What follows belongs to an exercise in optimizing a design on an open flow for small area; a production flow would make more cautious choices. Function was checked by simulation only, so behaviour that the tests miss may differ from the original. No driver is modelled on the clock port, so clock power and skew are understated where the tree is cut down; a real chip needs a root buffer or a tree. No activity file was given, so power comes from the tool's default toggle rates.

== run 1 ==
Design spi_oled, start of the top module:
module spi_oled(
	input  clk,
	input  rst_n,
	output oled_cs,
	output oled_sck,
	output oled_rst,
	output oled_dc,
	output oled_mosi
);
reg [4:0] dv;
reg [3:0] sl;
reg [7:0] q;
reg [2:0] pg;
reg       rst_q;
wire gap    = sl[3];
wire dv_end = dv[4] & dv[3] & dv[0];           
wire q_inc  = gap & (dv == 5'd1);
wire su     = (q >= 8'hA6) && (q < 8'hE7);
wire data   = (q >= 8'h05) && (q <= 8'h84);
wire win    = (q > 8'hBC && q < 8'hD1) ||
              (q == 8'hBC && ((sl == 4'd6 && dv >= 5'd6) || sl < 4'd6 || (gap && dv < 5'd2))) ||
              (q == 8'hD1 && ((gap && dv >= 5'd2) || (!gap && sl > 4'd3) || (sl == 4'd3 && dv <= 5'd14)));
always @(posedge clk) begin
	if (!rst_n) begin
		dv    <= 5'd24;
		sl    <= 4'd1;
		q     <= 8'hA6;
		pg    <= 3'd0;
		rst_q <= 1'b0;
	end else begin
		dv <= dv_end ? 5'd0 : dv + 5'd1;
		if (dv_end) sl <= (sl == 4'd0) ? 4'd8 : sl - 4'd1;
		if (q_inc) begin
			if (q == 8'h84) begin
				q  <= 8'h02;
				pg <= pg + 3'd1;
			end else
				q <= q + 8'd1;
		end
		rst_q <= ~win;
	end
end
localparam [255:0] CMDS = 256'b0001010010001101000000100010000001000000110110110001001011011010111100011101100110000000110101010000000011010011001111111010100010100110110010001010000111111111100000010100000000010000000000001010111000000000000000000001000000000000101100001010111110100100;
wire [7:0] cmd  = CMDS[q[4:0]*8 +: 8] | ((q[4:0] == 5'd2) ? {5'd0, pg} : 8'd0);
localparam [383:0] LO = 384'b111111111111111111111111111111111111111111111111111111000000000000000000000000000000000000000000000000000000000000000000000000000000000000000000000000000000000000000000000000000000000000000000000000000000000000000000000000000000000000000000000000000000000000000000000000000000000001000010000011000100000101000111001001001011010000111111111111111111111111111111111111111111111111111111;
  ...
Size: about 0.0017 mm2 of cells after synthesis.
Settings: LEC_CHECK=0, CAP_MARGIN=20, CORE_MARGIN=2, CORE_UTILIZATION=40, CTS_BUF_LIST=sky130_fd_sc_hd__clkbuf_4, CTS_CLUSTER_DIAMETER=200, CTS_CLUSTER_SIZE=30, SLEW_MARGIN=20; clock period 10.0 ns.
standard.sh (not shown) runs the stock make flow with config.mk's settings and CLKGATE_MAP_FILE= SYNTH_SCRIPT=/design/flow/synth_recipe.tcl, a recipe that flattens the netlist after the stock synthesis.
==> flow/flow/run.sh <==
#!/bin/bash
# Layout flow: the standard synthesis, then the combinational logic between the
# (untouched) flip-flops is re-optimised for area with ABC's deepsyn and checked
# equivalent, then the standard ORFS flow continues from the new netlist.
set -euo pipefail
W=$PWD
R=$W/orfs/results/$FLOW_PLATFORM/spi_oled/base
YOSYS=$(command -v yosys || echo "$FLOW_HOME/../tools/install/yosys/bin/yosys")
LIB=$FLOW_HOME/platforms/$FLOW_PLATFORM/lib/sky130_fd_sc_hd__tt_025C_1v80.lib

# 1. standard synthesis (same registers, names and cell types as the standard flow's)
bash standard.sh "$R/1_2_yosys.v" > $W/flow_synth.log 2>&1
cp "$R/1_2_yosys.v" "$W/1_2_yosys.standard.v"

# 2. area re-optimisation of the logic between the flip-flops
DU=""
for c in $(cat $W/flow/dont_use.txt); do DU="$DU -dont_use $c"; done
for f in post check; do
  sed -e "s#@LIB@#$LIB#g" -e "s#@IN@#$W/1_2_yosys.standard.v#g" -e "s#@OUT@#$W/1_2_yosys.post.v#g" \
      -e "s#@DU@#$DU#g" -e "s#@ABC@#$W/flow/deep.abc#g" $W/flow/$f.ys > $W/$f.ys
done
if "$YOSYS" -s $W/post.ys > $W/flow_post_synth.log 2>&1 && \
   "$YOSYS" -s $W/check.ys > $W/flow_post_check.log 2>&1; then
  cp $W/1_2_yosys.post.v "$R/1_2_yosys.v"
  touch "$R/1_2_yosys.v"
else
  echo "post-synthesis optimisation failed; keeping the standard netlist"
fi

# 3. the rest of the standard flow, from the new netlist
export BUFFER_PORTS_ARGS="-buffer_cell sky130_fd_sc_hd__buf_1"
bash standard.sh > $W/flow_layout.log 2>&1
==> flow/flow/deep.abc <==
strash
&get -n
&deepsyn -T 60
&put
&get -n
&dch -f
&nf -R 1000
&put
topo
Other scripts of this flow, unchanged in this note and not shown: flow/flow/check.ys, flow/flow/dont_use.txt, flow/flow/post.ys
[inputs] run 2 vs run 1
- setting SYNTH_MEMORY_MAX_BITS to 16384 for the first time
- removing CTS_BUF_LIST (formerly sky130_fd_sc_hd__clkbuf_4)
- removing CTS_CLUSTER_DIAMETER (formerly 200)
- removing CTS_CLUSTER_SIZE (formerly 30)
[summary]
Run 2 has more setup slack than run 1.
Delta (run 2 minus run 1): clock buffer count from CTS neither gained nor lost much; worst-case headroom to the max-slew limit lost 1.2 points; met1 usage in global routing neither gained nor lost much.
The more densely filled core belongs to run 2, not run 1.
Between run 1 and run 2, the difference in total area of sequential cells is negligible.
On layout cell share with drive strength beyond 1: between run 1 and run 2, it ends up higher for run 1.
The final reports for run 2 and run 1 show number of global-route vias before repair lower in the former.
--- input diff run 2..run 3 ---
- CORE_UTILIZATION: 40 -> 60
- SYNTH_MEMORY_MAX_BITS: 16384 -> unset
diff --git a/flow/flow/run.sh b/flow/flow/run.sh
--- a/flow/flow/run.sh
+++ b/flow/flow/run.sh
@@ -2,3 +1,0 @@
-# Layout flow: the standard synthesis, then the combinational logic between the
-# (untouched) flip-flops is re-optimised for area with ABC's deepsyn and checked
-# equivalent, then the standard ORFS flow continues from the new netlist.
@@ -18,3 +15,10 @@
-for f in post check; do
-  sed -e "s#@LIB@#$LIB#g" -e "s#@IN@#$W/1_2_yosys.standard.v#g" -e "s#@OUT@#$W/1_2_yosys.post.v#g" \
-      -e "s#@DU@#$DU#g" -e "s#@ABC@#$W/flow/deep.abc#g" $W/flow/$f.ys > $W/$f.ys
+SEEDS="1 2 3 4"
+for s in $SEEDS; do
+  sed -e "s#@SEED@#$s#g" $W/flow/deep.abc > $W/deep_$s.abc
+  for f in post check; do
+    sed -e "s#@LIB@#$LIB#g" -e "s#@IN@#$W/1_2_yosys.standard.v#g" -e "s#@OUT@#$W/1_2_yosys.post_$s.v#g" \
+        -e "s#@DU@#$DU#g" -e "s#@ABC@#$W/deep_$s.abc#g" $W/flow/$f.ys > $W/${f}_$s.ys
+  done
+  ( "$YOSYS" -s $W/post_$s.ys > $W/flow_post_synth_$s.log 2>&1 && \
+    "$YOSYS" -s $W/check_$s.ys > $W/flow_post_check_$s.log 2>&1 && \
+    grep "Chip area" $W/flow_post_synth_$s.log | tail -1 | awk -v s=$s '{print $NF, s}' > $W/area_$s.txt ) || true &
@@ -22,3 +26,5 @@
-if "$YOSYS" -s $W/post.ys > $W/flow_post_synth.log 2>&1 && \
-   "$YOSYS" -s $W/check.ys > $W/flow_post_check.log 2>&1; then
-  cp $W/1_2_yosys.post.v "$R/1_2_yosys.v"
+wait
+BEST=$(cat $W/area_*.txt 2>/dev/null | sort -g | head -1 | awk '{print $2}')
+if [[ -n "$BEST" ]]; then
+  echo "using seed $BEST"; cat $W/area_*.txt
+  cp $W/1_2_yosys.post_$BEST.v "$R/1_2_yosys.v"
@@ -31,0 +38 @@
+export CTS_ARGS="-sink_clustering_enable -repair_clock_nets -sink_clustering_size 30 -sink_clustering_max_diameter 200 -root_buf sky130_fd_sc_hd__clkbuf_4 -buf_list sky130_fd_sc_hd__clkbuf_2 -dont_use_dummy_load"
==> flow/flow/deep.abc <==
strash
&get -n
&deepsyn -T 90 -S @SEED@
&put
&get -n
&dch -f
&nf -R 1000
&put
topo
--- outcome ---
Compared to run 2, run 3 has sequential share of layout area 0.87 points higher. Worst-case hold slack delta (run 2 -> run 3): insignificant. Against run 2, the final cell area of run 3 is lower. Going from run 2 to run 3, synthesized cell area shrinks by 0.98%. [compare] base=run 2 new=run 3: leakage dissipation now sits higher; net count of the mapped netlist now sits higher; wire length of the first global-routing pass now sits lower.
Here is what was changed in the inputs of run 4 compared with run 3.
- a change of CORE_UTILIZATION from 60 to 40
diff --git a/flow/flow/run.sh b/flow/flow/run.sh
--- a/flow/flow/run.sh
+++ b/flow/flow/run.sh
@@ -38 +38 @@
-export CTS_ARGS="-sink_clustering_enable -repair_clock_nets -sink_clustering_size 30 -sink_clustering_max_diameter 200 -root_buf sky130_fd_sc_hd__clkbuf_4 -buf_list sky130_fd_sc_hd__clkbuf_2 -dont_use_dummy_load"
+export POST_CTS_TCL=$W/flow/post_cts.tcl
==> flow/flow/deep.abc <==
strash
&get -n
&deepsyn -T 240 -S @SEED@
&put
if -K 6
mfs2 -W 50 -M 5000
strash
&get -n
&deepsyn -T 240 -S @SEED@
&put
if -K 6
mfs2 -W 50 -M 5000
strash
&get -n
&deepsyn -T 240 -S @SEED@
&put
&get -n
&dch -f
&nf -R 1000
&put
topo
==> flow/flow/post_cts.tcl (new file) <==
# Replace the clock tree TritonCTS built by a single clock buffer next to the
# flip-flops: the clock port then drives one buffer, which drives every register.
# Bypass and delete them one by one (remove_buffers would also take out the
# port buffers).
proc bypass_buffer { inst } {
  set in_net "NULL"
  set out_net "NULL"
  foreach it [$inst getITerms] {
    set n [$it getNet]
    if { $n == "NULL" } { continue }
    if { [$it isInputSignal] } { set in_net $n }
    if { [$it isOutputSignal] } { set out_net $n }
  }
  if { $out_net != "NULL" } {
    foreach it [$out_net getITerms] {
      if { [$it getInst] != $inst } {
        $it disconnect
        $it connect $in_net
      }
    }
  }
  odb::dbInst_destroy $inst
  if { $out_net != "NULL" } { odb::dbNet_destroy $out_net }
}
set block [ord::get_db_block]
set cts_cells {}
foreach inst [$block getInsts] {
  set name [$inst getName]
  if { [string match clkbuf_* $name] || [string match clkload* $name] } {
    lappend cts_cells $name
  }
}
foreach name $cts_cells {
  puts "removing clock tree cell $name"
  bypass_buffer [$block findInst $name]
}
set clk_net [$block findNet clk]
set sx 0; set sy 0; set n 0
foreach it [$clk_net getITerms] {
  set loc [[$it getInst] getLocation]
  set sx [expr {$sx + [lindex $loc 0]}]
  set sy [expr {$sy + [lindex $loc 1]}]
  incr n
}
set dbu [$block getDbUnitsPerMicron]
set x [expr {$sx / double($n) / $dbu}]
set y [expr {$sy / double($n) / $dbu}]
puts "clock loads: $n, buffer at $x $y"
insert_buffer -buffer_cell sky130_fd_sc_hd__clkbuf_16 -net clk -buffer_name clkbuf_0_clk -location [list $x $y]
detailed_placement
check_placement -verbose
estimate_parasitics -placement
Results
Per the comparison of run 4 with run 3, share of power burned in combinational logic saw an increase, global-route wire length before repair saw a decrease.
Re number of tap instances: run 3 and run 4 aren't equal, and the lower value belongs to run 3.
In run 4 the design's own scripts or RTL, not TritonCTS, make the clock network.

## re-timing with driven ports
In the flow no input, the clock included, has a driving cell. The finished layouts below were timed again as built, in two steps.
Step 1 assumes that a clkbuf_16 drives the clock port and a buf_2 every other input.
Step 2 also shifts input and output timing later by t, the mid clock arrival at the registers, as if the neighbouring blocks saw the same clock.
a / b / c = ideal ports / drivers / drivers and shift; a / b = the first two.
run | shift t [ns] | setup slack, ns | clock arrival spread, ns | worst register clock-pin slew, ns
run 1 | 0.327 | 4.894 / 4.873 / 5.199 | 0.001 / 0.001 | 0.11 / 0.11
run 2 | 0.285 | 4.959 / 4.934 / 5.219 | 0.003 / 0.003 | 0.07 / 0.07
run 3 | 0.318 | 4.744 / 4.723 / 5.041 | 0.004 / 0.003 | 0.11 / 0.11
run 4 | 0.179 | 4.765 / 4.734 / 4.914 | 0.007 / 0.007 | 0.09 / 0.09
After both steps setup and hold are still met in every run listed.
